Background: an optimization exercise with open tools, aiming at small area. Do not read the settings as production practice.
In this exercise RTL edits were held to simulation tests only and were not proved equivalent to the original.
Power and IR drop assume default switching activity.

==> flow/design.v, too long to show whole: its modules and the start of the top module <==
// module bfa: 4 lines
// module bha: 4 lines
// module bxn: 3 lines
// module bor: 3 lines
// module ntt_mul23_csa: 931 lines
// module ntt_bsa: 3 lines
// module ntt_bxr: 3 lines
// module ntt_add23_ci: 76 lines
// module ntt_sub23_ci: 77 lines
// module ntt_sub23_rc: 54 lines
// module ntt_add25_ci: 77 lines
// module ntt_inc: 8 lines
// module ntt_dec: 5 lines
// module ntt_corr_add: 7 lines
// module ntt_corr_sub: 5 lines
// module ntt_div2: 6 lines
// module ntt_mult_reduction: 268 lines
// module ntt_butterfly2x2: 175 lines
// module ntt_bf2x2_top: 30 lines
module ntt_bf2x2_top (
    input  wire         clk,
    input  wire         reset_n,
    input  wire         zeroize,
    input  wire [2:0]   mode,
    input  wire         enable,
    input  wire [183:0] uvw_i,
    input  wire [275:0] pw_uvw_i,
    input  wire         accumulate,
    output wire [91:0]  uv_o,
    output wire [91:0]  pwo_uv_o,
    output wire         ready_o
);
  // ...
==> flow/flow/run.sh <==
#!/bin/bash
# The standard layout (the standard.sh, standard synthesis included), with
# two changes:
#  - the input and output ports are buffered with the smallest buffer cell
#    instead of the default delay-buffer cell (timing repair later resizes any
#    port buffer that needs more drive);
#  - clock tree synthesis clusters at most 16 registers within 80 um per
#    clkbuf_8 leaf buffer and inserts no dummy loads.
set -euo pipefail
export BUFFER_PORTS_ARGS="-buffer_cell sky130_fd_sc_hd__buf_1"
export CTS_ARGS="-sink_clustering_enable -repair_clock_nets -sink_clustering_size 16 -sink_clustering_max_diameter 80 -dont_use_dummy_load -buf_list sky130_fd_sc_hd__clkbuf_8"
# make's own output; each ORFS step also writes its full log under orfs/logs/
bash standard.sh > standard_make.log 2>&1
==> flow/standard.sh <==
#!/bin/bash
# synth_recipe.tcl (not shown) runs the flow's synth.tcl, then flattens the netlist and writes it again
# the make line also repeats each setting of config.mk as NAME=value (left out here)
make -C /OpenROAD-flow-scripts/flow DESIGN_CONFIG=/design/flow/config.mk WORK_HOME=/design/flow/orfs CLKGATE_MAP_FILE= SYNTH_SCRIPT=/design/flow/synth_recipe.tcl "${@:-finish}"
==> flow/config.mk <==
export PLATFORM = sky130hd
export DESIGN_NAME = ntt_bf2x2_top
export DESIGN_NICKNAME = ntt_bf2x2_top
export VERILOG_FILES = /design/flow/design.v
export SDC_FILE = /design/flow/constraint.sdc
export NUM_CORES = 4
export LEC_CHECK = 0
export CAP_MARGIN = 30
export CORE_MARGIN = 2
export CORE_UTILIZATION = 70
export CTS_CLUSTER_DIAMETER = 80
export CTS_CLUSTER_SIZE = 16
export PLACE_DENSITY = 0.85
export SLEW_MARGIN = 30
export SYNTH_HIERARCHICAL = 1
==> flow/constraint.sdc <==
create_clock -name core_clock -period 11.0 [get_ports {clk}]
set_input_delay 2.2000 -clock core_clock [delete_from_list [all_inputs] [get_ports {clk}]]
set_output_delay 2.2000 -clock core_clock [all_outputs]
set_load 0.01 [all_outputs]
==> impl_metrics.toml, run 1 <==
[run_status]
outcome = "finished clean"

[synth]
syn-instance-count = 11200

[global_route]
grt.met2_usage = 0.682
first_global_vias = 94800
met1_usage = 0.546

[floorplanning]
rows = 159
well_tap_cell_count = 2495
fp.dieArea_sq_mm = 0.193

[power_and_ir_drop]
switching_share = 0.465
p_seq_frac = 0.240
powerDensity_mw_per_mm2 = 352
clockPowerShare = 0.078

[min_path]
hold_depth = 0

[clocking]
clock_tree.root_cell = "clkbuf_8"
cts_made_buffers = 161
cts_post_setup_buffers_inserted = 0
insertion_delay_ps = 970
postCtsHoldBufs = 0

[sta]
post-route-period-util = 0.901
max_clock_freq_mhz = 101
worst_slack_ps = 1090

[layout]
area_growth_syn_to_fin_pct = 3.97
final_nets = 14500
multi_input_area_share = 0.591
multi_input_gates = 7427

[detailed_routing]
drtIter0Drc = 10500
route.top_layer_used = "met5"
drt-wirelength-per-cell_microns = 30.5
drt.antenna.violating_nets = 0

[worst_setup_path]
cpMostUsedCell = "fa_1"
critical_path.max_fanout = 4
critical_path.endpoint_type = "flop"
==> run 2: changes to the inputs <==
--- a/flow/design.v
+++ b/flow/design.v
@@ -133,17 +133,17 @@
     wire t369, t370, t371, t372, t373, t374, t375, t376, t377, t378, t379, t380, t381, t382, t383, t384;
     wire t385, t386, t387, t388, t389, t390, t391, t392, t393, t394, t395, t396, t397, t398, t399, t400;
     wire t401, t402, t403, t404, t405, t406, t407, t408, t409, t410, t411, t412, t413, t414, t415, t416;
     wire t417, t418, t419, t420, t421, t422, t423, t424, t425, t426, t427, t428, t429, t430, t431, t432;
     wire t433, t434, t435, t436, t437, t438, t439, t440, t441, t442, t443, t444, t445, t446, t447, t448;
     wire t449, t450, t451, t452, t453, t454, t455, t456, t457, t458, t459, t460, t461, t462, t463, t464;
     wire t465, t466, t467, t468, t469, t470, t471, t472, t473, t474, t475, t476, t477, t478, t479, t480;
     wire t481, t482, t483, t484, t485, t486, t487, t488, t489, t490, t491, t492, t493, t494, t495, t496;
-    wire t497, t498, t499, t500, t501, t502, t503, t504, t505, t506, t507, t508, t509, t510;
+    wire t497, t498, t499, t500;
     assign one[0] = b[0];
     assign two[0] = b[1] & ~b[0];
     assign neg[0] = b[1];
     assign p0_0 = (one[0] & a[0]) ^ neg[0];
     ntt_bsa a0_1 (.one(one[0]), .two(two[0]), .x1(a[1]), .x2(a[0]), .y(q0_1));
     ntt_bxr x0_1 (.a(q0_1), .b(neg[0]), .y(p0_1));
     ntt_bsa a0_2 (.one(one[0]), .two(two[0]), .x1(a[2]), .x2(a[1]), .y(q0_2));
     ntt_bxr x0_2 (.a(q0_2), .b(neg[0]), .y(p0_2));
@@ -722,288 +722,277 @@
     ntt_bsa a11_20 (.one(one[11]), .two(two[11]), .x1(a[20]), .x2(a[19]), .y(q11_20));
     assign p11_20 = q11_20;
     ntt_bsa a11_21 (.one(one[11]), .two(two[11]), .x1(a[21]), .x2(a[20]), .y(q11_21));
     assign p11_21 = q11_21;
     ntt_bsa a11_22 (.one(one[11]), .two(two[11]), .x1(a[22]), .x2(a[21]), .y(q11_22));
     assign p11_22 = q11_22;
     assign p11_23 = (two[11] & a[22]);
     assign negn = ~neg;
-    bfa ti1 (.a(p0_16), .b(p1_14), .c(p2_12), .s(t1), .co(t2));
+    bha ti1 (.a(p0_16), .b(p1_14), .s(t1), .co(t2));
     bfa ti2 (.a(p0_17), .b(p1_15), .c(p2_13), .s(t3), .co(t4));
     bfa ti3 (.a(p0_18), .b(p1_16), .c(p2_14), .s(t5), .co(t6));
-    bfa ti4 (.a(p3_12), .b(p4_10), .c(p5_8), .s(t7), .co(t8));
+    bha ti4 (.a(p3_12), .b(p4_10), .s(t7), .co(t8));
     bfa ti5 (.a(p0_19), .b(p1_17), .c(p2_15), .s(t9), .co(t10));
     bfa ti6 (.a(p3_13), .b(p4_11), .c(p5_9), .s(t11), .co(t12));
     bfa ti7 (.a(p0_20), .b(p1_18), .c(p2_16), .s(t13), .co(t14));
     bfa ti8 (.a(p3_14), .b(p4_12), .c(p5_10), .s(t15), .co(t16));
-    bfa ti9 (.a(p6_8), .b(p7_6), .c(p8_4), .s(t17), .co(t18));
+    bha ti9 (.a(p6_8), .b(p7_6), .s(t17), .co(t18));
     bfa ti10 (.a(p0_21), .b(p1_19), .c(p2_17), .s(t19), .co(t20));
     bfa ti11 (.a(p3_15), .b(p4_13), .c(p5_11), .s(t21), .co(t22));
     bfa ti12 (.a(p6_9), .b(p7_7), .c(p8_5), .s(t23), .co(t24));
     bfa ti13 (.a(p0_22), .b(p1_20), .c(p2_18), .s(t25), .co(t26));
     bfa ti14 (.a(p3_16), .b(p4_14), .c(p5_12), .s(t27), .co(t28));
     bfa ti15 (.a(p6_10), .b(p7_8), .c(p8_6), .s(t29), .co(t30));
-    bha ti16 (.a(p9_4), .b(p10_2), .s(t31), .co(t32));
-    bfa ti17 (.a(p0_23), .b(p1_21), .c(p2_19), .s(t33), .co(t34));
-    bfa ti18 (.a(p3_17), .b(p4_15), .c(p5_13), .s(t35), .co(t36));
-    bfa ti19 (.a(p6_11), .b(p7_9), .c(p8_7), .s(t37), .co(t38));
-    bha ti20 (.a(p9_5), .b(p10_3), .s(t39), .co(t40));
-    bfa ti21 (.a(negn[0]), .b(p1_22), .c(p2_20), .s(t41), .co(t42));
-    bfa ti22 (.a(p3_18), .b(p4_16), .c(p5_14), .s(t43), .co(t44));
-    bfa ti23 (.a(p6_12), .b(p7_10), .c(p8_8), .s(t45), .co(t46));
-    bha ti24 (.a(p9_6), .b(p10_4), .s(t47), .co(t48));
-    bfa ti25 (.a(p1_23), .b(p2_21), .c(p3_19), .s(t49), .co(t50));
-    bfa ti26 (.a(p4_17), .b(p5_15), .c(p6_13), .s(t51), .co(t52));
-    bfa ti27 (.a(p7_11), .b(p8_9), .c(p9_7), .s(t53), .co(t54));
-    bfa ti28 (.a(negn[1]), .b(p2_22), .c(p3_20), .s(t55), .co(t56));
-    bfa ti29 (.a(p4_18), .b(p5_16), .c(p6_14), .s(t57), .co(t58));
-    bha ti30 (.a(p7_12), .b(p8_10), .s(t59), .co(t60));
-    bfa ti31 (.a(p2_23), .b(p3_21), .c(p4_19), .s(t61), .co(t62));
-    bfa ti32 (.a(p5_17), .b(p6_15), .c(p7_13), .s(t63), .co(t64));
-    bfa ti33 (.a(negn[2]), .b(p3_22), .c(p4_20), .s(t65), .co(t66));
-    bha ti34 (.a(p5_18), .b(p6_16), .s(t67), .co(t68));
-    bfa ti35 (.a(p3_23), .b(p4_21), .c(p5_19), .s(t69), .co(t70));
-    bha ti36 (.a(negn[3]), .b(p4_22), .s(t71), .co(t72));
-    bha ti37 (.a(p0_8), .b(p1_6), .s(t73), .co(t74));
-    bfa ti38 (.a(p0_10), .b(p1_8), .c(p2_6), .s(t75), .co(t76));
-    bha ti39 (.a(p0_11), .b(p1_9), .s(t77), .co(t78));
-    bfa ti40 (.a(p0_12), .b(p1_10), .c(p2_8), .s(t79), .co(t80));
-    bfa ti41 (.a(p3_6), .b(p4_4), .c(p5_2), .s(t81), .co(t82));
-    bfa ti42 (.a(p0_13), .b(p1_11), .c(p2_9), .s(t83), .co(t84));
-    bfa ti43 (.a(p3_7), .b(p4_5), .c(p5_3), .s(t85), .co(t86));
-    bfa ti44 (.a(p0_14), .b(p1_12), .c(p2_10), .s(t87), .co(t88));
-    bfa ti45 (.a(p3_8), .b(p4_6), .c(p5_4), .s(t89), .co(t90));
-    bha ti46 (.a(p6_2), .b(p7_0), .s(t91), .co(t92));
-    bfa ti47 (.a(p0_15), .b(p1_13), .c(p2_11), .s(t93), .co(t94));
-    bfa ti48 (.a(p3_9), .b(p4_7), .c(p5_5), .s(t95), .co(t96));
-    bxn tx49 (.a(p6_3), .b(p7_1), .y(t97));
-    bor to49 (.a(p6_3), .b(p7_1), .y(t98));
-    bfa ti50 (.a(t1), .b(p3_10), .c(p4_8), .s(t99), .co(t100));
-    bfa ti51 (.a(p5_6), .b(p6_4), .c(p7_2), .s(t101), .co(t102));
-    bxn tx52 (.a(p8_0), .b(neg[8]), .y(t103));
-    bor to52 (.a(p8_0), .b(neg[8]), .y(t104));
-    bfa ti53 (.a(t3), .b(p3_11), .c(p4_9), .s(t105), .co(t106));
-    bfa ti54 (.a(p5_7), .b(p6_5), .c(p7_3), .s(t107), .co(t108));
-    bxn tx55 (.a(p8_1), .b(t2), .y(t109));
-    bor to55 (.a(p8_1), .b(t2), .y(t110));
-    bfa ti56 (.a(t5), .b(t7), .c(p6_6), .s(t111), .co(t112));
-    bfa ti57 (.a(p7_4), .b(p8_2), .c(p9_0), .s(t113), .co(t114));
-    bxn tx58 (.a(neg[9]), .b(t4), .y(t115));
-    bor to58 (.a(neg[9]), .b(t4), .y(t116));
-    bfa ti59 (.a(t9), .b(t11), .c(p6_7), .s(t117), .co(t118));
-    bfa ti60 (.a(p7_5), .b(p8_3), .c(p9_1), .s(t119), .co(t120));
-    bxn tx61 (.a(t6), .b(t8), .y(t121));
-    bor to61 (.a(t6), .b(t8), .y(t122));
-    bfa ti62 (.a(t13), .b(t15), .c(t17), .s(t123), .co(t124));
-    bfa ti63 (.a(p9_2), .b(p10_0), .c(neg[10]), .s(t125), .co(t126));
-    bxn tx64 (.a(t10), .b(t12), .y(t127));
-    bor to64 (.a(t10), .b(t12), .y(t128));
-    bfa ti65 (.a(t19), .b(t21), .c(t23), .s(t129), .co(t130));
-    bfa ti66 (.a(p9_3), .b(p10_1), .c(t14), .s(t131), .co(t132));
-    bxn tx67 (.a(t16), .b(t18), .y(t133));
-    bor to67 (.a(t16), .b(t18), .y(t134));
-    bfa ti68 (.a(t25), .b(t27), .c(t29), .s(t135), .co(t136));
-    bfa ti69 (.a(t31), .b(p11_0), .c(t20), .s(t137), .co(t138));
-    bxn tx70 (.a(t22), .b(t24), .y(t139));
-    bor to70 (.a(t22), .b(t24), .y(t140));
-    bfa ti71 (.a(t33), .b(t35), .c(t37), .s(t141), .co(t142));
-    bfa ti72 (.a(t39), .b(p11_1), .c(t26), .s(t143), .co(t144));
-    bfa ti73 (.a(t28), .b(t30), .c(t32), .s(t145), .co(t146));
-    bfa ti74 (.a(t41), .b(t43), .c(t45), .s(t147), .co(t148));
-    bfa ti75 (.a(t47), .b(p11_2), .c(t34), .s(t149), .co(t150));
-    bfa ti76 (.a(t36), .b(t38), .c(t40), .s(t151), .co(t152));
-    bfa ti77 (.a(t49), .b(t51), .c(t53), .s(t153), .co(t154));
-    bfa ti78 (.a(p10_5), .b(p11_3), .c(t42), .s(t155), .co(t156));
-    bfa ti79 (.a(t44), .b(t46), .c(t48), .s(t157), .co(t158));
-    bfa ti80 (.a(t55), .b(t57), .c(t59), .s(t159), .co(t160));
-    bfa ti81 (.a(p9_8), .b(p10_6), .c(p11_4), .s(t161), .co(t162));
-    bfa ti82 (.a(t50), .b(t52), .c(t54), .s(t163), .co(t164));
-    bfa ti83 (.a(t61), .b(t63), .c(p8_11), .s(t165), .co(t166));
-    bfa ti84 (.a(p9_9), .b(p10_7), .c(p11_5), .s(t167), .co(t168));
-    bfa ti85 (.a(t56), .b(t58), .c(t60), .s(t169), .co(t170));
-    bfa ti86 (.a(t65), .b(t67), .c(p7_14), .s(t171), .co(t172));
-    bfa ti87 (.a(p8_12), .b(p9_10), .c(p10_8), .s(t173), .co(t174));
-    bfa ti88 (.a(p11_6), .b(t62), .c(t64), .s(t175), .co(t176));
-    bfa ti89 (.a(t69), .b(p6_17), .c(p7_15), .s(t177), .co(t178));
-    bfa ti90 (.a(p8_13), .b(p9_11), .c(p10_9), .s(t179), .co(t180));
-    bfa ti91 (.a(p11_7), .b(t66), .c(t68), .s(t181), .co(t182));
-    bfa ti92 (.a(t71), .b(p5_20), .c(p6_18), .s(t183), .co(t184));
-    bfa ti93 (.a(p7_16), .b(p8_14), .c(p9_12), .s(t185), .co(t186));
-    bfa ti94 (.a(p10_10), .b(p11_8), .c(t70), .s(t187), .co(t188));
-    bfa ti95 (.a(p4_23), .b(p5_21), .c(p6_19), .s(t189), .co(t190));
-    bfa ti96 (.a(p7_17), .b(p8_15), .c(p9_13), .s(t191), .co(t192));
-    bfa ti97 (.a(p10_11), .b(p11_9), .c(t72), .s(t193), .co(t194));
-    bfa ti98 (.a(negn[4]), .b(p5_22), .c(p6_20), .s(t195), .co(t196));
-    bfa ti99 (.a(p7_18), .b(p8_16), .c(p9_14), .s(t197), .co(t198));
-    bha ti100 (.a(p10_12), .b(p11_10), .s(t199), .co(t200));
-    bfa ti101 (.a(p5_23), .b(p6_21), .c(p7_19), .s(t201), .co(t202));
-    bfa ti102 (.a(p8_17), .b(p9_15), .c(p10_13), .s(t203), .co(t204));
-    bfa ti103 (.a(negn[5]), .b(p6_22), .c(p7_20), .s(t205), .co(t206));
-    bha ti104 (.a(p8_18), .b(p9_16), .s(t207), .co(t208));
-    bfa ti105 (.a(p6_23), .b(p7_21), .c(p8_19), .s(t209), .co(t210));
-    bha ti106 (.a(negn[6]), .b(p7_22), .s(t211), .co(t212));
-    bha ti107 (.a(p0_4), .b(p1_2), .s(t213), .co(t214));
-    bfa ti108 (.a(p0_6), .b(p1_4), .c(p2_2), .s(t215), .co(t216));
-    bha ti109 (.a(p0_7), .b(p1_5), .s(t217), .co(t218));
-    bfa ti110 (.a(t73), .b(p2_4), .c(p3_2), .s(t219), .co(t220));
-    bha ti111 (.a(p4_0), .b(neg[4]), .s(t221), .co(t222));
-    bfa ti112 (.a(p0_9), .b(p1_7), .c(p2_5), .s(t223), .co(t224));
-    bfa ti113 (.a(p3_3), .b(p4_1), .c(t74), .s(t225), .co(t226));
-    bfa ti114 (.a(t75), .b(p3_4), .c(p4_2), .s(t227), .co(t228));
-    bxn tx115 (.a(p5_0), .b(neg[5]), .y(t229));
-    bor to115 (.a(p5_0), .b(neg[5]), .y(t230));
-    bfa ti116 (.a(t77), .b(p2_7), .c(p3_5), .s(t231), .co(t232));
-    bfa ti117 (.a(p4_3), .b(p5_1), .c(t76), .s(t233), .co(t234));
-    bfa ti118 (.a(t79), .b(t81), .c(p6_0), .s(t235), .co(t236));
-    bxn tx119 (.a(neg[6]), .b(t78), .y(t237));
-    bor to119 (.a(neg[6]), .b(t78), .y(t238));
-    bfa ti120 (.a(t83), .b(t85), .c(p6_1), .s(t239), .co(t240));
-    bxn tx121 (.a(t80), .b(t82), .y(t241));
-    bor to121 (.a(t80), .b(t82), .y(t242));
-    bfa ti122 (.a(t87), .b(t89), .c(t91), .s(t243), .co(t244));
-    bfa ti123 (.a(neg[7]), .b(t84), .c(t86), .s(t245), .co(t246));
-    bfa ti124 (.a(t93), .b(t95), .c(t97), .s(t247), .co(t248));
-    bfa ti125 (.a(t88), .b(t90), .c(t92), .s(t249), .co(t250));
-    bfa ti126 (.a(t99), .b(t101), .c(t103), .s(t251), .co(t252));
-    bfa ti127 (.a(t94), .b(t96), .c(t98), .s(t253), .co(t254));
-    bfa ti128 (.a(t105), .b(t107), .c(t109), .s(t255), .co(t256));
-    bfa ti129 (.a(t100), .b(t102), .c(t104), .s(t257), .co(t258));
-    bfa ti130 (.a(t111), .b(t113), .c(t115), .s(t259), .co(t260));
-    bfa ti131 (.a(t106), .b(t108), .c(t110), .s(t261), .co(t262));
-    bfa ti132 (.a(t117), .b(t119), .c(t121), .s(t263), .co(t264));
-    bfa ti133 (.a(t112), .b(t114), .c(t116), .s(t265), .co(t266));
-    bfa ti134 (.a(t123), .b(t125), .c(t127), .s(t267), .co(t268));
-    bfa ti135 (.a(t118), .b(t120), .c(t122), .s(t269), .co(t270));
-    bfa ti136 (.a(t129), .b(t131), .c(t133), .s(t271), .co(t272));
-    bfa ti137 (.a(t124), .b(t126), .c(t128), .s(t273), .co(t274));
-    bfa ti138 (.a(t135), .b(t137), .c(t139), .s(t275), .co(t276));
-    bfa ti139 (.a(t130), .b(t132), .c(t134), .s(t277), .co(t278));
-    bfa ti140 (.a(t141), .b(t143), .c(t145), .s(t279), .co(t280));
-    bfa ti141 (.a(t136), .b(t138), .c(t140), .s(t281), .co(t282));
-    bfa ti142 (.a(t147), .b(t149), .c(t151), .s(t283), .co(t284));
-    bfa ti143 (.a(t142), .b(t144), .c(t146), .s(t285), .co(t286));
-    bfa ti144 (.a(t153), .b(t155), .c(t157), .s(t287), .co(t288));
-    bfa ti145 (.a(t148), .b(t150), .c(t152), .s(t289), .co(t290));
-    bfa ti146 (.a(t159), .b(t161), .c(t163), .s(t291), .co(t292));
-    bfa ti147 (.a(t154), .b(t156), .c(t158), .s(t293), .co(t294));
-    bfa ti148 (.a(t165), .b(t167), .c(t169), .s(t295), .co(t296));
-    bfa ti149 (.a(t160), .b(t162), .c(t164), .s(t297), .co(t298));
-    bfa ti150 (.a(t171), .b(t173), .c(t175), .s(t299), .co(t300));
-    bfa ti151 (.a(t166), .b(t168), .c(t170), .s(t301), .co(t302));
-    bfa ti152 (.a(t177), .b(t179), .c(t181), .s(t303), .co(t304));
-    bfa ti153 (.a(t172), .b(t174), .c(t176), .s(t305), .co(t306));
-    bfa ti154 (.a(t183), .b(t185), .c(t187), .s(t307), .co(t308));
-    bfa ti155 (.a(t178), .b(t180), .c(t182), .s(t309), .co(t310));
-    bfa ti156 (.a(t189), .b(t191), .c(t193), .s(t311), .co(t312));
-    bfa ti157 (.a(t184), .b(t186), .c(t188), .s(t313), .co(t314));
-    bfa ti158 (.a(t195), .b(t197), .c(t199), .s(t315), .co(t316));
-    bfa ti159 (.a(t190), .b(t192), .c(t194), .s(t317), .co(t318));
-    bfa ti160 (.a(t201), .b(t203), .c(p11_11), .s(t319), .co(t320));
-    bfa ti161 (.a(t196), .b(t198), .c(t200), .s(t321), .co(t322));
-    bfa ti162 (.a(t205), .b(t207), .c(p10_14), .s(t323), .co(t324));
-    bfa ti163 (.a(p11_12), .b(t202), .c(t204), .s(t325), .co(t326));
-    bfa ti164 (.a(t209), .b(p9_17), .c(p10_15), .s(t327), .co(t328));
-    bfa ti165 (.a(p11_13), .b(t206), .c(t208), .s(t329), .co(t330));
-    bfa ti166 (.a(t211), .b(p8_20), .c(p9_18), .s(t331), .co(t332));
-    bfa ti167 (.a(p10_16), .b(p11_14), .c(t210), .s(t333), .co(t334));
-    bfa ti168 (.a(p7_23), .b(p8_21), .c(p9_19), .s(t335), .co(t336));
-    bfa ti169 (.a(p10_17), .b(p11_15), .c(t212), .s(t337), .co(t338));
-    bfa ti170 (.a(negn[7]), .b(p8_22), .c(p9_20), .s(t339), .co(t340));
-    bha ti171 (.a(p10_18), .b(p11_16), .s(t341), .co(t342));
-    bfa ti172 (.a(p8_23), .b(p9_21), .c(p10_19), .s(t343), .co(t344));
-    bha ti173 (.a(negn[8]), .b(p9_22), .s(t345), .co(t346));
-    bha ti174 (.a(t213), .b(p2_0), .s(t347), .co(t348));
-    bfa ti175 (.a(p0_5), .b(p1_3), .c(p2_1), .s(t349), .co(t350));
-    bfa ti176 (.a(t215), .b(p3_0), .c(neg[3]), .s(t351), .co(t352));
-    bfa ti177 (.a(t217), .b(p2_3), .c(p3_1), .s(t353), .co(t354));
-    bfa ti178 (.a(t219), .b(t221), .c(t218), .s(t355), .co(t356));
-    bfa ti179 (.a(t223), .b(t225), .c(t220), .s(t357), .co(t358));
-    bfa ti180 (.a(t227), .b(t229), .c(t224), .s(t359), .co(t360));
-    bfa ti181 (.a(t231), .b(t233), .c(t228), .s(t361), .co(t362));
-    bfa ti182 (.a(t235), .b(t237), .c(t232), .s(t363), .co(t364));
-    bfa ti183 (.a(t239), .b(t241), .c(t236), .s(t365), .co(t366));
-    bfa ti184 (.a(t243), .b(t245), .c(t240), .s(t367), .co(t368));
-    bfa ti185 (.a(t247), .b(t249), .c(t244), .s(t369), .co(t370));
-    bfa ti186 (.a(t251), .b(t253), .c(t248), .s(t371), .co(t372));
-    bfa ti187 (.a(t255), .b(t257), .c(t252), .s(t373), .co(t374));
-    bfa ti188 (.a(t259), .b(t261), .c(t256), .s(t375), .co(t376));
-    bfa ti189 (.a(t263), .b(t265), .c(t260), .s(t377), .co(t378));
-    bfa ti190 (.a(t267), .b(t269), .c(t264), .s(t379), .co(t380));
-    bfa ti191 (.a(t271), .b(t273), .c(t268), .s(t381), .co(t382));
-    bfa ti192 (.a(t275), .b(t277), .c(t272), .s(t383), .co(t384));
-    bfa ti193 (.a(t279), .b(t281), .c(t276), .s(t385), .co(t386));
-    bfa ti194 (.a(t283), .b(t285), .c(t280), .s(t387), .co(t388));
-    bfa ti195 (.a(t287), .b(t289), .c(t284), .s(t389), .co(t390));
-    bfa ti196 (.a(t291), .b(t293), .c(t288), .s(t391), .co(t392));
-    bfa ti197 (.a(t295), .b(t297), .c(t292), .s(t393), .co(t394));
-    bfa ti198 (.a(t299), .b(t301), .c(t296), .s(t395), .co(t396));
-    bfa ti199 (.a(t303), .b(t305), .c(t300), .s(t397), .co(t398));
-    bfa ti200 (.a(t307), .b(t309), .c(t304), .s(t399), .co(t400));
-    bfa ti201 (.a(t311), .b(t313), .c(t308), .s(t401), .co(t402));
-    bfa ti202 (.a(t315), .b(t317), .c(t312), .s(t403), .co(t404));
-    bfa ti203 (.a(t319), .b(t321), .c(t316), .s(t405), .co(t406));
-    bfa ti204 (.a(t323), .b(t325), .c(t320), .s(t407), .co(t408));
-    bfa ti205 (.a(t327), .b(t329), .c(t324), .s(t409), .co(t410));
-    bfa ti206 (.a(t331), .b(t333), .c(t328), .s(t411), .co(t412));
-    bfa ti207 (.a(t335), .b(t337), .c(t332), .s(t413), .co(t414));
-    bfa ti208 (.a(t339), .b(t341), .c(t336), .s(t415), .co(t416));
-    bfa ti209 (.a(t343), .b(p11_17), .c(t340), .s(t417), .co(t418));
-    bfa ti210 (.a(t345), .b(p10_20), .c(p11_18), .s(t419), .co(t420));
-    bfa ti211 (.a(p9_23), .b(p10_21), .c(p11_19), .s(t421), .co(t422));
-    bha ti212 (.a(negn[9]), .b(p10_22), .s(t423), .co(t424));
-    bha ti213 (.a(p0_2), .b(p1_0), .s(t425), .co(t426));
-    bxn tx214 (.a(p0_3), .b(p1_1), .y(t427));
-    bor to214 (.a(p0_3), .b(p1_1), .y(t428));
-    bxn tx215 (.a(t347), .b(neg[2]), .y(t429));
-    bor to215 (.a(t347), .b(neg[2]), .y(t430));
-    bfa ti216 (.a(t349), .b(t214), .c(t348), .s(t431), .co(t432));
-    bxn tx217 (.a(t351), .b(t350), .y(t433));
-    bor to217 (.a(t351), .b(t350), .y(t434));
-    bfa ti218 (.a(t353), .b(t216), .c(t352), .s(t435), .co(t436));
-    bxn tx219 (.a(t355), .b(t354), .y(t437));
-    bor to219 (.a(t355), .b(t354), .y(t438));
-    bfa ti220 (.a(t357), .b(t222), .c(t356), .s(t439), .co(t440));
-    bfa ti221 (.a(t359), .b(t226), .c(t358), .s(t441), .co(t442));
-    bfa ti222 (.a(t361), .b(t230), .c(t360), .s(t443), .co(t444));
-    bfa ti223 (.a(t363), .b(t234), .c(t362), .s(t445), .co(t446));
-    bfa ti224 (.a(t365), .b(t238), .c(t364), .s(t447), .co(t448));
-    bfa ti225 (.a(t367), .b(t242), .c(t366), .s(t449), .co(t450));
-    bfa ti226 (.a(t369), .b(t246), .c(t368), .s(t451), .co(t452));
-    bfa ti227 (.a(t371), .b(t250), .c(t370), .s(t453), .co(t454));
-    bfa ti228 (.a(t373), .b(t254), .c(t372), .s(t455), .co(t456));
-    bfa ti229 (.a(t375), .b(t258), .c(t374), .s(t457), .co(t458));
-    bfa ti230 (.a(t377), .b(t262), .c(t376), .s(t459), .co(t460));
-    bfa ti231 (.a(t379), .b(t266), .c(t378), .s(t461), .co(t462));
-    bfa ti232 (.a(t381), .b(t270), .c(t380), .s(t463), .co(t464));
-    bfa ti233 (.a(t383), .b(t274), .c(t382), .s(t465), .co(t466));
-    bfa ti234 (.a(t385), .b(t278), .c(t384), .s(t467), .co(t468));
-    bfa ti235 (.a(t387), .b(t282), .c(t386), .s(t469), .co(t470));
-    bfa ti236 (.a(t389), .b(t286), .c(t388), .s(t471), .co(t472));
-    bfa ti237 (.a(t391), .b(t290), .c(t390), .s(t473), .co(t474));
-    bfa ti238 (.a(t393), .b(t294), .c(t392), .s(t475), .co(t476));
-    bfa ti239 (.a(t395), .b(t298), .c(t394), .s(t477), .co(t478));
-    bfa ti240 (.a(t397), .b(t302), .c(t396), .s(t479), .co(t480));
-    bfa ti241 (.a(t399), .b(t306), .c(t398), .s(t481), .co(t482));
-    bfa ti242 (.a(t401), .b(t310), .c(t400), .s(t483), .co(t484));
-    bfa ti243 (.a(t403), .b(t314), .c(t402), .s(t485), .co(t486));
-    bfa ti244 (.a(t405), .b(t318), .c(t404), .s(t487), .co(t488));
-    bfa ti245 (.a(t407), .b(t322), .c(t406), .s(t489), .co(t490));
-    bfa ti246 (.a(t409), .b(t326), .c(t408), .s(t491), .co(t492));
-    bfa ti247 (.a(t411), .b(t330), .c(t410), .s(t493), .co(t494));
-    bfa ti248 (.a(t413), .b(t334), .c(t412), .s(t495), .co(t496));
-    bfa ti249 (.a(t415), .b(t338), .c(t414), .s(t497), .co(t498));
-    bfa ti250 (.a(t417), .b(t342), .c(t416), .s(t499), .co(t500));
-    bfa ti251 (.a(t419), .b(t344), .c(t418), .s(t501), .co(t502));
-    bfa ti252 (.a(t421), .b(t346), .c(t420), .s(t503), .co(t504));
-    bfa ti253 (.a(t423), .b(p11_20), .c(t422), .s(t505), .co(t506));
-    bfa ti254 (.a(p10_23), .b(p11_21), .c(t424), .s(t507), .co(t508));
-    bha ti255 (.a(negn[10]), .b(p11_22), .s(t509), .co(t510));
-    assign s = {1'b0, p11_23, t509, t507, t505, t503, t501, t499, t497, t495, t493, t491, t489, t487, t485, t483, t481, t479, t477, t475, t473, t471, t469, t467, t465, t463, t461, t459, t457, t455, t453, t451, t449, t447, t445, t443, t441, t439, t437, t435, t433, t431, t429, t427, t425, p0_1, p0_0};
-    assign c = {1'b0, t510, t508, t506, t504, t502, t500, t498, t496, t494, t492, t490, t488, t486, t484, t482, t480, t478, t476, t474, t472, t470, t468, t466, t464, t462, t460, t458, t456, t454, t452, t450, t448, t446, t444, t442, t440, t438, t436, t434, t432, t430, t428, t426, neg[1], 1'b0, neg[0]};
+    bfa ti16 (.a(p0_23), .b(p1_21), .c(p2_19), .s(t31), .co(t32));
+    bfa ti17 (.a(p3_17), .b(p4_15), .c(p5_13), .s(t33), .co(t34));
+    bfa ti18 (.a(p6_11), .b(p7_9), .c(p8_7), .s(t35), .co(t36));
+    bfa ti19 (.a(negn[0]), .b(p1_22), .c(p2_20), .s(t37), .co(t38));
+    bfa ti20 (.a(p3_18), .b(p4_16), .c(p5_14), .s(t39), .co(t40));
+    bfa ti21 (.a(p6_12), .b(p7_10), .c(p8_8), .s(t41), .co(t42));
+    bfa ti22 (.a(p1_23), .b(p2_21), .c(p3_19), .s(t43), .co(t44));
+    bfa ti23 (.a(p4_17), .b(p5_15), .c(p6_13), .s(t45), .co(t46));
+    bha ti24 (.a(p7_11), .b(p8_9), .s(t47), .co(t48));
+    bfa ti25 (.a(negn[1]), .b(p2_22), .c(p3_20), .s(t49), .co(t50));
+    bfa ti26 (.a(p4_18), .b(p5_16), .c(p6_14), .s(t51), .co(t52));
+    bfa ti27 (.a(p7_12), .b(p8_10), .c(p9_8), .s(t53), .co(t54));
+    bfa ti28 (.a(p2_23), .b(p3_21), .c(p4_19), .s(t55), .co(t56));
+    bfa ti29 (.a(p5_17), .b(p6_15), .c(p7_13), .s(t57), .co(t58));
+    bfa ti30 (.a(negn[2]), .b(p3_22), .c(p4_20), .s(t59), .co(t60));
+    bfa ti31 (.a(p5_18), .b(p6_16), .c(p7_14), .s(t61), .co(t62));
+    bfa ti32 (.a(p3_23), .b(p4_21), .c(p5_19), .s(t63), .co(t64));
+    bfa ti33 (.a(negn[3]), .b(p4_22), .c(p5_20), .s(t65), .co(t66));
+    bha ti34 (.a(p0_10), .b(p1_8), .s(t67), .co(t68));
+    bha ti35 (.a(p0_11), .b(p1_9), .s(t69), .co(t70));
+    bfa ti36 (.a(p0_12), .b(p1_10), .c(p2_8), .s(t71), .co(t72));
+    bha ti37 (.a(p3_6), .b(p4_4), .s(t73), .co(t74));
+    bfa ti38 (.a(p0_13), .b(p1_11), .c(p2_9), .s(t75), .co(t76));
+    bha ti39 (.a(p3_7), .b(p4_5), .s(t77), .co(t78));
+    bfa ti40 (.a(p0_14), .b(p1_12), .c(p2_10), .s(t79), .co(t80));
+    bfa ti41 (.a(p3_8), .b(p4_6), .c(p5_4), .s(t81), .co(t82));
+    bha ti42 (.a(p6_2), .b(p7_0), .s(t83), .co(t84));
+    bfa ti43 (.a(p0_15), .b(p1_13), .c(p2_11), .s(t85), .co(t86));
+    bfa ti44 (.a(p3_9), .b(p4_7), .c(p5_5), .s(t87), .co(t88));
+    bxn tx45 (.a(p6_3), .b(p7_1), .y(t89));
+    bor to45 (.a(p6_3), .b(p7_1), .y(t90));
+    bfa ti46 (.a(t1), .b(p2_12), .c(p3_10), .s(t91), .co(t92));
+    bfa ti47 (.a(p4_8), .b(p5_6), .c(p6_4), .s(t93), .co(t94));
+    bfa ti48 (.a(p7_2), .b(p8_0), .c(neg[8]), .s(t95), .co(t96));
+    bfa ti49 (.a(t3), .b(p3_11), .c(p4_9), .s(t97), .co(t98));
+    bfa ti50 (.a(p5_7), .b(p6_5), .c(p7_3), .s(t99), .co(t100));
+    bxn tx51 (.a(p8_1), .b(t2), .y(t101));
+    bor to51 (.a(p8_1), .b(t2), .y(t102));
+    bfa ti52 (.a(t5), .b(t7), .c(p5_8), .s(t103), .co(t104));
+    bfa ti53 (.a(p6_6), .b(p7_4), .c(p8_2), .s(t105), .co(t106));
+    bfa ti54 (.a(p9_0), .b(neg[9]), .c(t4), .s(t107), .co(t108));
+    bfa ti55 (.a(t9), .b(t11), .c(p6_7), .s(t109), .co(t110));
+    bfa ti56 (.a(p7_5), .b(p8_3), .c(p9_1), .s(t111), .co(t112));
+    bxn tx57 (.a(t6), .b(t8), .y(t113));
+    bor to57 (.a(t6), .b(t8), .y(t114));
+    bfa ti58 (.a(t13), .b(t15), .c(t17), .s(t115), .co(t116));
+    bfa ti59 (.a(p8_4), .b(p9_2), .c(p10_0), .s(t117), .co(t118));
+    bfa ti60 (.a(neg[10]), .b(t10), .c(t12), .s(t119), .co(t120));
+    bfa ti61 (.a(t19), .b(t21), .c(t23), .s(t121), .co(t122));
+    bfa ti62 (.a(p9_3), .b(p10_1), .c(t14), .s(t123), .co(t124));
+    bxn tx63 (.a(t16), .b(t18), .y(t125));
+    bor to63 (.a(t16), .b(t18), .y(t126));
+    bfa ti64 (.a(t25), .b(t27), .c(t29), .s(t127), .co(t128));
+    bfa ti65 (.a(p9_4), .b(p10_2), .c(p11_0), .s(t129), .co(t130));
+    bfa ti66 (.a(t20), .b(t22), .c(t24), .s(t131), .co(t132));
+    bfa ti67 (.a(t31), .b(t33), .c(t35), .s(t133), .co(t134));
+    bfa ti68 (.a(p9_5), .b(p10_3), .c(p11_1), .s(t135), .co(t136));
+    bfa ti69 (.a(t26), .b(t28), .c(t30), .s(t137), .co(t138));
+    bfa ti70 (.a(t37), .b(t39), .c(t41), .s(t139), .co(t140));
+    bfa ti71 (.a(p9_6), .b(p10_4), .c(p11_2), .s(t141), .co(t142));
+    bfa ti72 (.a(t32), .b(t34), .c(t36), .s(t143), .co(t144));
+    bfa ti73 (.a(t43), .b(t45), .c(t47), .s(t145), .co(t146));
+    bfa ti74 (.a(p9_7), .b(p10_5), .c(p11_3), .s(t147), .co(t148));
+    bfa ti75 (.a(t38), .b(t40), .c(t42), .s(t149), .co(t150));
+    bfa ti76 (.a(t49), .b(t51), .c(t53), .s(t151), .co(t152));
+    bfa ti77 (.a(p10_6), .b(p11_4), .c(t44), .s(t153), .co(t154));
+    bxn tx78 (.a(t46), .b(t48), .y(t155));
+    bor to78 (.a(t46), .b(t48), .y(t156));
+    bfa ti79 (.a(t55), .b(t57), .c(p8_11), .s(t157), .co(t158));
+    bfa ti80 (.a(p9_9), .b(p10_7), .c(p11_5), .s(t159), .co(t160));
+    bfa ti81 (.a(t50), .b(t52), .c(t54), .s(t161), .co(t162));
+    bfa ti82 (.a(t59), .b(t61), .c(p8_12), .s(t163), .co(t164));
+    bfa ti83 (.a(p9_10), .b(p10_8), .c(p11_6), .s(t165), .co(t166));
+    bxn tx84 (.a(t56), .b(t58), .y(t167));
+    bor to84 (.a(t56), .b(t58), .y(t168));
+    bfa ti85 (.a(t63), .b(p6_17), .c(p7_15), .s(t169), .co(t170));
+    bfa ti86 (.a(p8_13), .b(p9_11), .c(p10_9), .s(t171), .co(t172));
+    bfa ti87 (.a(p11_7), .b(t60), .c(t62), .s(t173), .co(t174));
+    bfa ti88 (.a(t65), .b(p6_18), .c(p7_16), .s(t175), .co(t176));
+    bfa ti89 (.a(p8_14), .b(p9_12), .c(p10_10), .s(t177), .co(t178));
+    bxn tx90 (.a(p11_8), .b(t64), .y(t179));
+    bor to90 (.a(p11_8), .b(t64), .y(t180));
+    bfa ti91 (.a(p4_23), .b(p5_21), .c(p6_19), .s(t181), .co(t182));
+    bfa ti92 (.a(p7_17), .b(p8_15), .c(p9_13), .s(t183), .co(t184));
+    bfa ti93 (.a(p10_11), .b(p11_9), .c(t66), .s(t185), .co(t186));
+    bfa ti94 (.a(negn[4]), .b(p5_22), .c(p6_20), .s(t187), .co(t188));
+    bfa ti95 (.a(p7_18), .b(p8_16), .c(p9_14), .s(t189), .co(t190));
+    bxn tx96 (.a(p10_12), .b(p11_10), .y(t191));
+    bor to96 (.a(p10_12), .b(p11_10), .y(t192));
+    bfa ti97 (.a(p5_23), .b(p6_21), .c(p7_19), .s(t193), .co(t194));
+    bfa ti98 (.a(p8_17), .b(p9_15), .c(p10_13), .s(t195), .co(t196));
+    bfa ti99 (.a(negn[5]), .b(p6_22), .c(p7_20), .s(t197), .co(t198));
+    bfa ti100 (.a(p8_18), .b(p9_16), .c(p10_14), .s(t199), .co(t200));
+    bfa ti101 (.a(p6_23), .b(p7_21), .c(p8_19), .s(t201), .co(t202));
+    bha ti102 (.a(negn[6]), .b(p7_22), .s(t203), .co(t204));
+    bha ti103 (.a(p0_6), .b(p1_4), .s(t205), .co(t206));
+    bha ti104 (.a(p0_7), .b(p1_5), .s(t207), .co(t208));
+    bfa ti105 (.a(p0_8), .b(p1_6), .c(p2_4), .s(t209), .co(t210));
+    bha ti106 (.a(p3_2), .b(p4_0), .s(t211), .co(t212));
+    bfa ti107 (.a(p0_9), .b(p1_7), .c(p2_5), .s(t213), .co(t214));
+    bha ti108 (.a(p3_3), .b(p4_1), .s(t215), .co(t216));
+    bfa ti109 (.a(t67), .b(p2_6), .c(p3_4), .s(t217), .co(t218));
+    bfa ti110 (.a(p4_2), .b(p5_0), .c(neg[5]), .s(t219), .co(t220));
+    bfa ti111 (.a(t69), .b(p2_7), .c(p3_5), .s(t221), .co(t222));
+    bfa ti112 (.a(p4_3), .b(p5_1), .c(t68), .s(t223), .co(t224));
+    bfa ti113 (.a(t71), .b(t73), .c(p5_2), .s(t225), .co(t226));
+    bfa ti114 (.a(p6_0), .b(neg[6]), .c(t70), .s(t227), .co(t228));
+    bfa ti115 (.a(t75), .b(t77), .c(p5_3), .s(t229), .co(t230));
+    bfa ti116 (.a(p6_1), .b(t72), .c(t74), .s(t231), .co(t232));
+    bfa ti117 (.a(t79), .b(t81), .c(t83), .s(t233), .co(t234));
+    bfa ti118 (.a(neg[7]), .b(t76), .c(t78), .s(t235), .co(t236));
+    bfa ti119 (.a(t85), .b(t87), .c(t89), .s(t237), .co(t238));
+    bfa ti120 (.a(t80), .b(t82), .c(t84), .s(t239), .co(t240));
+    bfa ti121 (.a(t91), .b(t93), .c(t95), .s(t241), .co(t242));
+    bfa ti122 (.a(t86), .b(t88), .c(t90), .s(t243), .co(t244));
+    bfa ti123 (.a(t97), .b(t99), .c(t101), .s(t245), .co(t246));
+    bfa ti124 (.a(t92), .b(t94), .c(t96), .s(t247), .co(t248));
+    bfa ti125 (.a(t103), .b(t105), .c(t107), .s(t249), .co(t250));
+    bfa ti126 (.a(t98), .b(t100), .c(t102), .s(t251), .co(t252));
+    bfa ti127 (.a(t109), .b(t111), .c(t113), .s(t253), .co(t254));
+    bfa ti128 (.a(t104), .b(t106), .c(t108), .s(t255), .co(t256));
+    bfa ti129 (.a(t115), .b(t117), .c(t119), .s(t257), .co(t258));
+    bfa ti130 (.a(t110), .b(t112), .c(t114), .s(t259), .co(t260));
+    bfa ti131 (.a(t121), .b(t123), .c(t125), .s(t261), .co(t262));
+    bfa ti132 (.a(t116), .b(t118), .c(t120), .s(t263), .co(t264));
+    bfa ti133 (.a(t127), .b(t129), .c(t131), .s(t265), .co(t266));
+    bfa ti134 (.a(t122), .b(t124), .c(t126), .s(t267), .co(t268));
+    bfa ti135 (.a(t133), .b(t135), .c(t137), .s(t269), .co(t270));
+    bfa ti136 (.a(t128), .b(t130), .c(t132), .s(t271), .co(t272));
+    bfa ti137 (.a(t139), .b(t141), .c(t143), .s(t273), .co(t274));
+    bfa ti138 (.a(t134), .b(t136), .c(t138), .s(t275), .co(t276));
+    bfa ti139 (.a(t145), .b(t147), .c(t149), .s(t277), .co(t278));
+    bfa ti140 (.a(t140), .b(t142), .c(t144), .s(t279), .co(t280));
+    bfa ti141 (.a(t151), .b(t153), .c(t155), .s(t281), .co(t282));
+    bfa ti142 (.a(t146), .b(t148), .c(t150), .s(t283), .co(t284));
+    bfa ti143 (.a(t157), .b(t159), .c(t161), .s(t285), .co(t286));
+    bfa ti144 (.a(t152), .b(t154), .c(t156), .s(t287), .co(t288));
+    bfa ti145 (.a(t163), .b(t165), .c(t167), .s(t289), .co(t290));
+    bfa ti146 (.a(t158), .b(t160), .c(t162), .s(t291), .co(t292));
+    bfa ti147 (.a(t169), .b(t171), .c(t173), .s(t293), .co(t294));
+    bfa ti148 (.a(t164), .b(t166), .c(t168), .s(t295), .co(t296));
+    bfa ti149 (.a(t175), .b(t177), .c(t179), .s(t297), .co(t298));
+    bfa ti150 (.a(t170), .b(t172), .c(t174), .s(t299), .co(t300));
+    bfa ti151 (.a(t181), .b(t183), .c(t185), .s(t301), .co(t302));
+    bfa ti152 (.a(t176), .b(t178), .c(t180), .s(t303), .co(t304));
+    bfa ti153 (.a(t187), .b(t189), .c(t191), .s(t305), .co(t306));
+    bfa ti154 (.a(t182), .b(t184), .c(t186), .s(t307), .co(t308));
+    bfa ti155 (.a(t193), .b(t195), .c(p11_11), .s(t309), .co(t310));
+    bfa ti156 (.a(t188), .b(t190), .c(t192), .s(t311), .co(t312));
+    bfa ti157 (.a(t197), .b(t199), .c(p11_12), .s(t313), .co(t314));
+    bxn tx158 (.a(t194), .b(t196), .y(t315));
+    bor to158 (.a(t194), .b(t196), .y(t316));
+    bfa ti159 (.a(t201), .b(p9_17), .c(p10_15), .s(t317), .co(t318));
+    bfa ti160 (.a(p11_13), .b(t198), .c(t200), .s(t319), .co(t320));
+    bfa ti161 (.a(t203), .b(p8_20), .c(p9_18), .s(t321), .co(t322));
+    bfa ti162 (.a(p10_16), .b(p11_14), .c(t202), .s(t323), .co(t324));
+    bfa ti163 (.a(p7_23), .b(p8_21), .c(p9_19), .s(t325), .co(t326));
+    bfa ti164 (.a(p10_17), .b(p11_15), .c(t204), .s(t327), .co(t328));
+    bfa ti165 (.a(negn[7]), .b(p8_22), .c(p9_20), .s(t329), .co(t330));
+    bha ti166 (.a(p10_18), .b(p11_16), .s(t331), .co(t332));
+    bfa ti167 (.a(p8_23), .b(p9_21), .c(p10_19), .s(t333), .co(t334));
+    bha ti168 (.a(negn[8]), .b(p9_22), .s(t335), .co(t336));
+    bha ti169 (.a(p0_4), .b(p1_2), .s(t337), .co(t338));
+    bha ti170 (.a(p0_5), .b(p1_3), .s(t339), .co(t340));
+    bfa ti171 (.a(t205), .b(p2_2), .c(p3_0), .s(t341), .co(t342));
+    bfa ti172 (.a(t207), .b(p2_3), .c(p3_1), .s(t343), .co(t344));
+    bfa ti173 (.a(t209), .b(t211), .c(neg[4]), .s(t345), .co(t346));
+    bfa ti174 (.a(t213), .b(t215), .c(t210), .s(t347), .co(t348));
+    bfa ti175 (.a(t217), .b(t219), .c(t214), .s(t349), .co(t350));
+    bfa ti176 (.a(t221), .b(t223), .c(t218), .s(t351), .co(t352));
+    bfa ti177 (.a(t225), .b(t227), .c(t222), .s(t353), .co(t354));
+    bfa ti178 (.a(t229), .b(t231), .c(t226), .s(t355), .co(t356));
+    bfa ti179 (.a(t233), .b(t235), .c(t230), .s(t357), .co(t358));
+    bfa ti180 (.a(t237), .b(t239), .c(t234), .s(t359), .co(t360));
+    bfa ti181 (.a(t241), .b(t243), .c(t238), .s(t361), .co(t362));
+    bfa ti182 (.a(t245), .b(t247), .c(t242), .s(t363), .co(t364));
+    bfa ti183 (.a(t249), .b(t251), .c(t246), .s(t365), .co(t366));
+    bfa ti184 (.a(t253), .b(t255), .c(t250), .s(t367), .co(t368));
+    bfa ti185 (.a(t257), .b(t259), .c(t254), .s(t369), .co(t370));
+    bfa ti186 (.a(t261), .b(t263), .c(t258), .s(t371), .co(t372));
+    bfa ti187 (.a(t265), .b(t267), .c(t262), .s(t373), .co(t374));
+    bfa ti188 (.a(t269), .b(t271), .c(t266), .s(t375), .co(t376));
+    bfa ti189 (.a(t273), .b(t275), .c(t270), .s(t377), .co(t378));
+    bfa ti190 (.a(t277), .b(t279), .c(t274), .s(t379), .co(t380));
+    bfa ti191 (.a(t281), .b(t283), .c(t278), .s(t381), .co(t382));
+    bfa ti192 (.a(t285), .b(t287), .c(t282), .s(t383), .co(t384));
+    bfa ti193 (.a(t289), .b(t291), .c(t286), .s(t385), .co(t386));
+    bfa ti194 (.a(t293), .b(t295), .c(t290), .s(t387), .co(t388));
+    bfa ti195 (.a(t297), .b(t299), .c(t294), .s(t389), .co(t390));
+    bfa ti196 (.a(t301), .b(t303), .c(t298), .s(t391), .co(t392));
+    bfa ti197 (.a(t305), .b(t307), .c(t302), .s(t393), .co(t394));
+    bfa ti198 (.a(t309), .b(t311), .c(t306), .s(t395), .co(t396));
+    bfa ti199 (.a(t313), .b(t315), .c(t310), .s(t397), .co(t398));
+    bfa ti200 (.a(t317), .b(t319), .c(t314), .s(t399), .co(t400));
+    bfa ti201 (.a(t321), .b(t323), .c(t318), .s(t401), .co(t402));
+    bfa ti202 (.a(t325), .b(t327), .c(t322), .s(t403), .co(t404));
+    bfa ti203 (.a(t329), .b(t331), .c(t326), .s(t405), .co(t406));
+    bfa ti204 (.a(t333), .b(p11_17), .c(t330), .s(t407), .co(t408));
+    bfa ti205 (.a(t335), .b(p10_20), .c(p11_18), .s(t409), .co(t410));
+    bfa ti206 (.a(p9_23), .b(p10_21), .c(p11_19), .s(t411), .co(t412));
+    bha ti207 (.a(negn[9]), .b(p10_22), .s(t413), .co(t414));
+    bha ti208 (.a(p0_2), .b(p1_0), .s(t415), .co(t416));
+    bha ti209 (.a(p0_3), .b(p1_1), .s(t417), .co(t418));
+    bfa ti210 (.a(t337), .b(p2_0), .c(neg[2]), .s(t419), .co(t420));
+    bfa ti211 (.a(t339), .b(p2_1), .c(t338), .s(t421), .co(t422));
+    bfa ti212 (.a(t341), .b(neg[3]), .c(t340), .s(t423), .co(t424));
+    bfa ti213 (.a(t343), .b(t206), .c(t342), .s(t425), .co(t426));
+    bfa ti214 (.a(t345), .b(t208), .c(t344), .s(t427), .co(t428));
+    bfa ti215 (.a(t347), .b(t212), .c(t346), .s(t429), .co(t430));
+    bfa ti216 (.a(t349), .b(t216), .c(t348), .s(t431), .co(t432));
+    bfa ti217 (.a(t351), .b(t220), .c(t350), .s(t433), .co(t434));
+    bfa ti218 (.a(t353), .b(t224), .c(t352), .s(t435), .co(t436));
+    bfa ti219 (.a(t355), .b(t228), .c(t354), .s(t437), .co(t438));
+    bfa ti220 (.a(t357), .b(t232), .c(t356), .s(t439), .co(t440));
+    bfa ti221 (.a(t359), .b(t236), .c(t358), .s(t441), .co(t442));
+    bfa ti222 (.a(t361), .b(t240), .c(t360), .s(t443), .co(t444));
+    bfa ti223 (.a(t363), .b(t244), .c(t362), .s(t445), .co(t446));
+    bfa ti224 (.a(t365), .b(t248), .c(t364), .s(t447), .co(t448));
+    bfa ti225 (.a(t367), .b(t252), .c(t366), .s(t449), .co(t450));
+    bfa ti226 (.a(t369), .b(t256), .c(t368), .s(t451), .co(t452));
+    bfa ti227 (.a(t371), .b(t260), .c(t370), .s(t453), .co(t454));
+    bfa ti228 (.a(t373), .b(t264), .c(t372), .s(t455), .co(t456));
+    bfa ti229 (.a(t375), .b(t268), .c(t374), .s(t457), .co(t458));
+    bfa ti230 (.a(t377), .b(t272), .c(t376), .s(t459), .co(t460));
+    bfa ti231 (.a(t379), .b(t276), .c(t378), .s(t461), .co(t462));
+    bfa ti232 (.a(t381), .b(t280), .c(t380), .s(t463), .co(t464));
+    bfa ti233 (.a(t383), .b(t284), .c(t382), .s(t465), .co(t466));
+    bfa ti234 (.a(t385), .b(t288), .c(t384), .s(t467), .co(t468));
+    bfa ti235 (.a(t387), .b(t292), .c(t386), .s(t469), .co(t470));
+    bfa ti236 (.a(t389), .b(t296), .c(t388), .s(t471), .co(t472));
+    bfa ti237 (.a(t391), .b(t300), .c(t390), .s(t473), .co(t474));
+    bfa ti238 (.a(t393), .b(t304), .c(t392), .s(t475), .co(t476));
+    bfa ti239 (.a(t395), .b(t308), .c(t394), .s(t477), .co(t478));
+    bfa ti240 (.a(t397), .b(t312), .c(t396), .s(t479), .co(t480));
+    bfa ti241 (.a(t399), .b(t316), .c(t398), .s(t481), .co(t482));
+    bfa ti242 (.a(t401), .b(t320), .c(t400), .s(t483), .co(t484));
+    bfa ti243 (.a(t403), .b(t324), .c(t402), .s(t485), .co(t486));
+    bfa ti244 (.a(t405), .b(t328), .c(t404), .s(t487), .co(t488));
+    bfa ti245 (.a(t407), .b(t332), .c(t406), .s(t489), .co(t490));
+    bfa ti246 (.a(t409), .b(t334), .c(t408), .s(t491), .co(t492));
+    bfa ti247 (.a(t411), .b(t336), .c(t410), .s(t493), .co(t494));
+    bfa ti248 (.a(t413), .b(p11_20), .c(t412), .s(t495), .co(t496));
+    bfa ti249 (.a(p10_23), .b(p11_21), .c(t414), .s(t497), .co(t498));
+    bha ti250 (.a(negn[10]), .b(p11_22), .s(t499), .co(t500));
+    assign s = {1'b0, p11_23, t499, t497, t495, t493, t491, t489, t487, t485, t483, t481, t479, t477, t475, t473, t471, t469, t467, t465, t463, t461, t459, t457, t455, t453, t451, t449, t447, t445, t443, t441, t439, t437, t435, t433, t431, t429, t427, t425, t423, t421, t419, t417, t415, p0_1, p0_0};
+    assign c = {1'b0, t500, t498, t496, t494, t492, t490, t488, t486, t484, t482, t480, t478, t476, t474, t472, t470, t468, t466, t464, t462, t460, t458, t456, t454, t452, t450, t448, t446, t444, t442, t440, t438, t436, t434, t432, t430, t428, t426, t424, t422, t420, t418, t416, neg[1], 1'b1, neg[0]};
 endmodule
 module ntt_bsa (input wire one, input wire two, input wire x1, input wire x2, output wire y);
     assign y = (one & x1) | (two & x2);
 endmodule
 module ntt_bxr (input wire a, input wire b, output wire y);
     assign y = a ^ b;
 endmodule
 module ntt_add23_ci (input wire [22:0] a, input wire [22:0] b, output wire [23:0] s);
==> impl_metrics.toml, run 2 <==
[run_status]
outcome = "finished clean"

[sta]
post-route-period-util = 0.904
max_clock_freq_mhz = 101
worst_clock_skew_ps = 94.5
hold_viol_final = 0
worstMarginPinSlew_ps = 1100
slew_viol_final = 0
worst_slack_ps = 1060
setup_viol_count_final = 0
slew-limit-headroom = 0.262
final.min_clock_period_ps = 9940
finalHoldWorstSlack_ps = 286
grt_setup_unrepaired = "no"
fin_tns_setup_ps = 0

[power_and_ir_drop]
internal-power_mw = 25.0
switching_share = 0.460
p_seq_frac = 0.249
powerDensity_mw_per_mm2 = 337
maximum_vdd_ir_drop_mv = 0.599
p_comb_frac = 0.671
total_power_consumption_mw = 46.3
leakagePower_nw = 67.2
clockPowerShare = 0.081
switching_power_mw = 21.3

[worst_setup_path]
critical_path.cell_chain = "inv_1 -> or2_1 -> fa_1 -> fa_1 -> fa_1 -> fa_1 -> fa_1 -> fa_1 -> fa_1 -> fa_1 -> fa_1 -> fa_1 -> fa_1 -> fa_1 -> fa_1 -> fa_1 -> fa_1 -> fa_1 -> fa_1 -> fa_1 -> fa_1 -> fa_1 -> fa_1 -> fa_1"
critical_path_buf_inv_count = 1
critical_path.endpoint_type = "flop"
worst_path_dominant_cell_family = "adder cells"
endpoint = "u_bf2x2.bf[2].sr_r[22]$_DFF_P_"
cpMostUsedCell = "fa_1"
critical_path.reg2reg.startpoint = "u_bf2x2.bf[2].u_mul.res_o[0]$_DFF_P_"
crit_path_max_delay_cell_type = "fa_1"
worstPathRequired_ps = 11840
timing.reg2reg.worst_path_depth = 24
crit_type = "reg2reg"
crit_path_start_kind = "flop"
crit_path_start = "u_bf2x2.bf[2].u_mul.res_o[0]$_DFF_P_"
critical_path_arrival_ps = 10780
worst_r2r_endpoint = "u_bf2x2.bf[2].sr_r[22]$_DFF_P_"
path_depth = 24
worst-r2r-setup-slack_ps = 1060
critical_path.max_fanout = 4
critical-path-max-stage-delay_ps = 450

[detailed_routing]
wl_met3_microns = 46000
drtIter0Drc = 11300
wirelength_met1_microns = 148000
met2RoutedLength_microns = 187000
dr_pass1_iterations = 14
drcViolationCount = 0
drt-wirelength-per-cell_microns = 30.2
drt.antenna.violating_nets = 0
via_count = 92100
wirelength_microns = 422000
vias_per_cell = 6.60
route.top_layer_used = "met5"

[synth]
ys_warn_count = 8
post_synth.cell_area_avg_sq_um = 11.9
syn-cell-area_sq_mm = 0.132
syn-instance-count = 11100

[floorplanning]
core-area_sq_mm = 0.188
rows = 159
overall_die_height_microns = 438
io_count = 653
starting_utilization_of_the_core_area = 0.704
chipWidth_microns = 438
fp.dieArea_sq_mm = 0.192

[clocking]
cts_post_setup_buffers_inserted = 0
clock_tree.root_cell = "clkbuf_8"
clkSlewWorstSetupHoldPaths_ps = 90
cts_made_buffers = 159
maximum_clock_insertion_buffer_count = 3
clock-sinks = 2132
postCtsResizedCells = 0
htree_levels = 4
cts_tree = "built"
insertion_delay_ps = 970
postCtsHoldBufs = 0

[job]
max_cap_violations = 0

[layout]
layout_commonest_cell = "dfxtp_1"
flip_flop_count_of_the_largest_register_all_copies_and_words_added = 208
num-fill-cells = 12900
post_route_cells_drive_above_1_share = 0.0624
final_cell_count_no_fill = 14000
multi_input_area_sq_mm = 0.0811
regArea_sq_mm = 0.0428
most_frequent_cells_in_the_layout = "dfxtp_1 (2116), fa_1 (1644), a22o_1 (1148)"
fin_area_sq_mm = 0.137
fin_util = 0.732
area_growth_syn_to_fin_pct = 3.95
final_nets = 14500

[placed_design]
hpwlAfterDp_microns = 324000
numPortBuffers = 652
dp_slack_ps = 1230
detailed_place.area_sq_mm = 0.135
dp_cells = 13800
gp_routability_congestion = 1.06

[global_route]
global_route_wire_length_before_repair_microns = 619000
grt_start_max_net_pins = 93
first_global_vias = 94900
number_of_antenna_violations_at_the_first_check_in_global_routing = 42
track_usage = 0.438
grt_remaining_overflow = 0

[min_path]
hold_path_class = "reg2reg"
[run 2: layout make-up]
| class | instances | share of cell area |
|---|---|---|
| Inverter | 757 | 0.0207 |
| Multi-Input combinational cell | 7383 | 0.591 |
| Timing Repair Buffer | 1009 | 0.0377 |
| Tap cell | 2495 | 0.0227 |
| Antenna cell | 29 | 0.000529 |
| Sequential cell | 2132 | 0.312 |
| Clock buffer | 159 | 0.0159 |
[run 2: worst reg2reg max path, delay by kind of cell (launching register included)]
family / cells / cell delay, ps
adders and majority gates: 22 / 9080
DFF: 1 / 390
and+or+nand+nor: 1 / 270
buffers and inverters: 1 / 90
[run 2: worst min path at each step]
stage / depth (start not counted) / to / startpoint / slack (ps)
final: 0 / u_bf2x2.bf[0].w4[2]$_DFF_P_ / u_bf2x2.bf[0].w3[2]$_DFF_P_ / 290
after global routing: 0 / u_bf2x2.bf[0].u3[4]$_DFF_P_ / u_bf2x2.bf[0].u2[4]$_DFF_P_ / 280
after CTS: 0 / u_bf2x2.bf[0].u3[4]$_DFF_P_ / u_bf2x2.bf[0].u2[4]$_DFF_P_ / 290
after detailed placement: 0 / u_bf2x2.bf[0].h3[8]$_DFF_P_ / u_bf2x2.bf[0].h2[8]$_DFF_P_ / 310
after global placement: 0 / u_bf2x2.bf[1].u3[22]$_DFF_P_ / u_bf2x2.bf[1].u2[22]$_DFF_P_ / 310
after floorplan: 0 / u_bf2x2.bf[0].h2[0]$_DFF_P_ / u_bf2x2.bf[0].h1[0]$_DFF_P_ / 310
[run 2: power by group through the flow]
| stage | registers, mW | clock network [mW] | logic, mW |
|---|---|---|---|
| final | 11.5 | 3.73 | 31.0 |
| after global routing | 11.6 | 4.02 | 34.2 |
| after CTS | 11.5 | 3.75 | 30.6 |
| after detailed placement | 11.6 | 0 | 30.0 |
| after global placement | 11.6 | 0 | 28.9 |
| after floorplan | 11.0 | 0 | 23.4 |
[run 2: metal layers]
metal  track usage  vias up
met5             0        -
met4         0.348       20
met3         0.115     1601
met2         0.664     6454
li1              -    38200
met1         0.531    45900
==> run 3: changes to the inputs <==
==> flow/flow/run.sh (replaced) <==
#!/bin/bash
set -euo pipefail
export BUFFER_PORTS_ARGS="-buffer_cell sky130_fd_sc_hd__buf_1"
export CTS_ARGS="-sink_clustering_enable -repair_clock_nets -sink_clustering_size 25 -sink_clustering_max_diameter 100 -dont_use_dummy_load"
# make's own output; each ORFS step also writes its full log under orfs/logs/
bash standard.sh > standard_make.log 2>&1
--- a/flow/config.mk
+++ b/flow/config.mk
@@ -8,8 +8,8 @@
 export CAP_MARGIN = 30
 export CORE_MARGIN = 2
 export CORE_UTILIZATION = 70
-export CTS_CLUSTER_DIAMETER = 80
-export CTS_CLUSTER_SIZE = 16
+export CTS_CLUSTER_DIAMETER = 100
+export CTS_CLUSTER_SIZE = 25
 export PLACE_DENSITY = 0.85
 export SLEW_MARGIN = 30
 export SYNTH_HIERARCHICAL = 1
==> impl_metrics.toml, run 3 <==
[clocking]
postCtsResizedCells = 0
htree_levels = 3
clock-sinks = 2132
maximum_clock_insertion_buffer_count = 3
postCtsHoldBufs = 0
cts_tree = "built"
insertion_delay_ps = 840
cts_made_buffers = 101
clock_tree.root_cell = "clkbuf_16"
clkSlewWorstSetupHoldPaths_ps = 90
cts_post_setup_buffers_inserted = 0

[worst_setup_path]
worstPathRequired_ps = 11660
critical_path.max_fanout = 4
critical_path.endpoint_type = "flop"
crit_type = "reg2reg"
critical_path.reg2reg.startpoint = "u_bf2x2.bf[2].u_mul.res_o[0]$_DFF_P_"
crit_path_start = "u_bf2x2.bf[2].u_mul.res_o[0]$_DFF_P_"
critical_path_arrival_ps = 10670
crit_path_start_kind = "flop"

[job]
max_cap_violations = 0

[synth]
post_synth.cell_area_avg_sq_um = 11.9
syn-cell-area_sq_mm = 0.132
ys_warn_count = 8
syn-instance-count = 11100

[global_route]
number_of_antenna_violations_at_the_first_check_in_global_routing = 43
global_route_wire_length_before_repair_microns = 620000
track_usage = 0.438
first_global_vias = 94700
grt_remaining_overflow = 0
grt_start_max_net_pins = 93

[power_and_ir_drop]
powerDensity_mw_per_mm2 = 340
total_power_consumption_mw = 46.7
maximum_vdd_ir_drop_mv = 0.553
leakagePower_nw = 67.3

[detailed_routing]
wirelength_microns = 423000
drcViolationCount = 0
drt.antenna.violating_nets = 0
vias_per_cell = 6.63
dr_pass1_iterations = 10
drtIter0Drc = 11400
via_count = 92100
drt-wirelength-per-cell_microns = 30.4

[placed_design]
dp_cells = 13800
dp_slack_ps = 1230
gp_routability_congestion = 1.06
numPortBuffers = 652
hpwlAfterDp_microns = 324000

[layout]
area_growth_syn_to_fin_pct = 4.22
fin_util = 0.733
most_frequent_cells_in_the_layout = "dfxtp_1 (2116), fa_1 (1644), a22o_1 (1148)"
final_nets = 14400
layout_commonest_cell = "dfxtp_1"
final_cell_count_no_fill = 13900
post_route_cells_drive_above_1_share = 0.0576
flip_flop_count_of_the_largest_register_all_copies_and_words_added = 208
num-fill-cells = 12800

[sta]
worst_clock_skew_ps = 129
final.min_clock_period_ps = 10020
hold_viol_final = 0
grt_setup_unrepaired = "no"
fin_tns_setup_ps = 0
setup_viol_count_final = 0
max_clock_freq_mhz = 99.8
slew_viol_final = 0
post-route-period-util = 0.911
slew-limit-headroom = 0.247
worst_slack_ps = 984
worstMarginPinSlew_ps = 1100

[run_status]
outcome = "finished clean"

[floorplanning]
starting_utilization_of_the_core_area = 0.704
io_count = 653
core-area_sq_mm = 0.188
rows = 159
chipWidth_microns = 438
fp.dieArea_sq_mm = 0.192
overall_die_height_microns = 438

[min_path]
hold_path_class = "reg2reg"
hold_path_startpoint = "u_bf2x2.bf[2].u2[5]$_DFF_P_"
-- run 3: final timing paths --
| check | slack [ps] | to | depth (start not counted) |
|---|---|---|---|
| hold reg to reg | 270 | u_bf2x2.bf[2].u3[5]$_DFF_P_ | 0 |
| min in group asynchronous | 1330 | u_bf2x2.ready_reg[7]$_DFF_PN0_ | 1 |
| max in group asynchronous | 9310 | u_bf2x2.zf[4]$_DFF_PN1_ | 1 |
| setup reg to reg | 980 | u_bf2x2.bf[2].sr_r[22]$_DFF_P_ | 24 |
| setup / recovery | 980 | u_bf2x2.bf[2].sr_r[22]$_DFF_P_ | 24 |
| hold / removal | 270 | u_bf2x2.bf[2].u3[5]$_DFF_P_ | 0 |
-- run 3: report_power, final --
group | total (mW) | internal [mW] | switching (mW)
logic | 31.1 | 13.6 | 17.5
clock network | 4.06 | 1.64 | 2.43
registers | 11.5 | 10.2 | 1.36
total | 46.7 | 25.4 | 21.3
-- run 3: metrics by stage --
stage | hold slack (ps) | area [sq um]
2_1_floorplan | 310 | 132000
3_3_place_gp | 310 | 135000
3_5_place_dp | 312 | 135000
4_1_cts | 253 | 137000
5_1_grt | 273 | 138000
6_report | 272 | 138000
-- run 3: metal layers --
layer | routed length, microns | up-vias | GRT usage
met5 | 221 | - | 0
met3 | 45100 | 1664 | 0.111
li1 | - | 38100 | -
met1 | 148000 | 45900 | 0.534
met4 | 42800 | 30 | 0.346
met2 | 187000 | 6432 | 0.667
-- run 3: final cells by class --
class / instances / area (sq um) / share of cell area
Multi-Input combinational cell: 7383 / 81100 / 0.589
Tap cell: 2495 / 3120 / 0.0227
Inverter: 757 / 2840 / 0.0207
Antenna cell: 29 / 72.6 / 0.000527
Sequential cell: 2132 / 42800 / 0.311
Clock buffer: 101 / 2530 / 0.0184
Timing Repair Buffer: 1008 / 5170 / 0.0375
-- run 3: worst max-delay path, cell delays in order, from the launching register on --
cell and delay (ps):
dfxtp_1 410, inv_1 90, or2_1 260, fa_1 410, fa_1 420, fa_1 440
fa_1 430, fa_1 400, fa_1 400, fa_1 400, fa_1 390, fa_1 450
fa_1 410, fa_1 430, fa_1 400, fa_1 440, fa_1 410, fa_1 400
fa_1 400, fa_1 390, fa_1 390, fa_1 400, fa_1 400, fa_1 400
fa_1 450

re-timing with driven ports:
Ports are ideal in the flow. The routed layouts listed here were re-timed in OpenROAD. Step 1, drivers: a clkbuf_16 drives clk and a buf_2 each remaining input, both assumed. Step 2, shift: input delay + t, output delay - t, t = (earliest + latest rising clock arrival at the registers) / 2. This alone moves slack from input paths to output paths. Three values: no drivers, after step 1, after step 2; two values: the first two.
| run | t (ns) | slack for setup (ns) | worst setup path at the end | slew at the worst register clock pin (ns) |
|---|---|---|---|---|
| run 1 | 1.030 | 1.093 / 1.093 / 1.093 | register to register | 0.11 / 0.11 |
| run 2 | 1.012 | 1.058 / 1.058 / 1.058 | register to register | 0.12 / 0.12 |
| run 3 | 0.871 | 0.984 / 0.984 / 0.984 | register to register | 0.11 / 0.11 |
After both steps every run listed still meets setup and hold.
